What follows belongs to an exercise in optimizing a design on an open flow for small area; a production flow would make more cautious choices. Function was checked by simulation only, so behaviour that the tests miss may differ from the original. Power is estimated from default activity; no workload was simulated.

Setup of run a:
## top_level
module top_level (
    clk, rst, seed,
    action, state, next_state, step_o, phase, episode_o, q_cur, q_next
);
Size in the first run: about 8,100 cells after synthesis, about 1,300 flip-flops.
export LEC_CHECK = 0
export CAP_MARGIN = 20
export CORE_MARGIN = 2
export CORE_UTILIZATION = 65
export CTS_BUF_LIST = sky130_fd_sc_hd__clkbuf_8
export CTS_CLUSTER_DIAMETER = 80
export CTS_CLUSTER_SIZE = 15
export PLACE_DENSITY = 0.75
export SLEW_MARGIN = 20
export SYNTH_HIERARCHICAL = 1
export SYNTH_MINIMUM_KEEP_SIZE = 0
create_clock -name core_clock -period 20.0 [get_ports {clk}]
standard.sh (not shown) runs the stock make flow with config.mk's settings and CLKGATE_MAP_FILE= SYNTH_SCRIPT=/design/flow/synth_recipe.tcl, a recipe that flattens the netlist after the stock synthesis.
==> flow/flow/run.sh <==
#!/bin/bash
set -euo pipefail
export BUFFER_PORTS_ARGS="-buffer_cell sky130_fd_sc_hd__buf_1"
export CTS_ARGS="-sink_clustering_enable -repair_clock_nets -dont_use_dummy_load -buf_list sky130_fd_sc_hd__clkbuf_8 -sink_clustering_size 15 -sink_clustering_max_diameter 80"
bash standard.sh > standard.log 2>&1
### run a -> run b
==> flow/flow/run.sh <==
#!/bin/bash
set -euo pipefail
export BUFFER_PORTS_ARGS="-buffer_cell sky130_fd_sc_hd__buf_1"
export RECOVER_POWER=100
export CTS_ARGS="-sink_clustering_enable -repair_clock_nets -dont_use_dummy_load -buf_list sky130_fd_sc_hd__clkbuf_8 -sink_clustering_size 15 -sink_clustering_max_diameter 80"
bash standard.sh > standard.log 2>&1
### Flow results
- Layout checks on run b: not met. Flow itself completed; violations: capacitance limit, slew limit.
- Compared with run a, in run b clock period minus final worst setup slack saw an increase; final count of pins violating max slew saw an increase; switching share of total power saw little to no change; final hold slack saw a decrease.
- The higher length of routed wiring on met1 came out of run a.

========
Another version of the RTL of top_level (not shown whole).
Size in the first run: ~9,400 cells after synthesis, about 1,200 flip-flops, about 170 I/O pins, ~88,000 µm² of cells after synthesis.
Settings: LEC_CHECK=0, CAP_MARGIN=20, CORE_MARGIN=2, CORE_UTILIZATION=30, CTS_BUF_LIST=sky130_fd_sc_hd__clkbuf_4, PLACE_DENSITY=0.45, SLEW_MARGIN=20, SYNTH_HIERARCHICAL=1, SYNTH_MINIMUM_KEEP_SIZE=0; clock period 20.0 ns.
run.sh (not shown) runs the stock make flow with config.mk's settings and CLKGATE_MAP_FILE= SYNTH_SCRIPT=/design/flow/synth_recipe.tcl, a recipe that flattens the netlist after the stock synthesis.
Stock flow here: none of the scripts above is used.
The baseline passed the timing, design-rule and antenna checks.
Rerun with:
CTS_BUF_LIST = sky130_fd_sc_hd__clkbuf_16   (was sky130_fd_sc_hd__clkbuf_4)
CTS_CLUSTER_DIAMETER = 120   (was unset)
CTS_CLUSTER_SIZE = 24   (was unset)
Effect: The new run finished with timing, DRC and antenna clean; clock skew is lower by 0.082 ns; cell area drops by 2.2%; sequential share of layout area increases by 0.57 points; non-clock buffer count grows by 1.
Rerun with:
CTS_BUF_LIST = sky130_fd_sc_hd__clkbuf_8   (was sky130_fd_sc_hd__clkbuf_16)
CTS_CLUSTER_DIAMETER = 80   (was 120)
CTS_CLUSTER_SIZE = 15   (was 24)
=> Clock-buffer cell count goes up by 43; first-iteration DRC count goes up by a few percent; wire length goes up slightly; worst setup slack improves by 0.15 ns; power barely changes; die area does not change; worst hold slack improves by 0.014 ns; cell count goes up slightly.

========
== v5 ==
Another version of the RTL of top_level (not shown whole).
Size: ~10,000 cells after synthesis, about 1,200 flip-flops, ~170 I/O pins.
// top_level
module top_level (
    clk, rst, seed,
    action, state, next_state, step_o, phase, episode_o, q_cur, q_next
);
export LEC_CHECK = 0
export CAP_MARGIN = 20
export CORE_MARGIN = 2
export CORE_UTILIZATION = 30
export CTS_BUF_LIST = sky130_fd_sc_hd__clkbuf_4
export CTS_CLUSTER_SIZE = 30
export PLACE_DENSITY = 0.45
export SLEW_MARGIN = 20
export SYNTH_HIERARCHICAL = 1
export SYNTH_MINIMUM_KEEP_SIZE = 0
create_clock -name core_clock -period 20.0 [get_ports {clk}]
[inputs] v55 vs v5
- CTS_CLUSTER_SIZE no longer set, was 30
- CTS_BUF_LIST now sky130_fd_sc_hd__clkbuf_8, was sky130_fd_sc_hd__clkbuf_4
--- outcome ---
- Status | v55 and v5 | clean
- Static leakage delta for v55 relative to v5: 0.30 nW higher
- The power density normalized to cell area of v55 exceeds that of v5 by 3.2 nW/um2.
- Taking v5 as the reference, in v55 total power went up 3.6%; count of clock buffers in the final design went down 190; wire length held.
- On setup slack after layout, v55 and v5 are neck and neck.
[inputs] v42 vs v55
- a change of CTS_BUF_LIST from sky130_fd_sc_hd__clkbuf_8 to sky130_fd_sc_hd__clkbuf_4
[summary]
- Diff v55 -> v42: flip-flop and latch share of the layout cell area rose 0.19 points; total wirelength of the detailed-routed design ~0 delta; core utilization fell 0.26 points; combinational group share of total power shows an increase of 1.8 points.
- Compared with v55, v42 improves cell area.
- Worst setup slack delta (v42 -> v55): insignificant
- On final critical delay including setup and external delays, v55 and v42 are basically level.

separate check: timing with driven ports:
How much do the figures lean on ideal ports? The routed layouts below were timed once more, with nothing changed but the port constraints.
Step 1 (the two cells are an assumption about what drives the block):
set clk [get_ports {clk}]
set_driving_cell -lib_cell sky130_fd_sc_hd__clkbuf_16 $clk
set_driving_cell -lib_cell sky130_fd_sc_hd__buf_2 [delete_from_list [all_inputs] $clk]
Step 2 also shifts input and output timing later by t, the mid clock arrival at the registers, as if the neighbouring blocks saw the same clock.
Slacks: ideal / step 1 / step 2; pairs: ideal / step 1.
run | t, ns | setup WS [ns] | hold slack, ns | pins driven straight from the clock port
run a | 0.873 | 1.547 / 1.547 / 1.547 | 0.278 / 0.278 / 0.278 | 1
run b | 0.874 | 1.515 / 1.515 / 1.515 | 0.267 / 0.267 / 0.267 | 1
the first run of note 2 | 1.220 | 2.508 / 2.508 / 2.508 | 0.259 / 0.259 / 0.259 | 1
the second run of note 2 | 0.792 | 2.528 / 2.528 / 2.528 | 0.326 / 0.326 / 0.326 | 1
the third run of note 2 | 0.949 | 2.676 / 2.676 / 2.676 | 0.340 / 0.340 / 0.340 | 1
v5 | 1.369 | 1.776 / 1.776 / 1.776 | 0.302 / 0.302 / 0.302 | 1
v55 | 1.075 | 1.775 / 1.775 / 1.775 | 0.267 / 0.267 / 0.267 | 1
v42 | 1.369 | 1.776 / 1.776 / 1.776 | 0.302 / 0.302 / 0.302 | 1
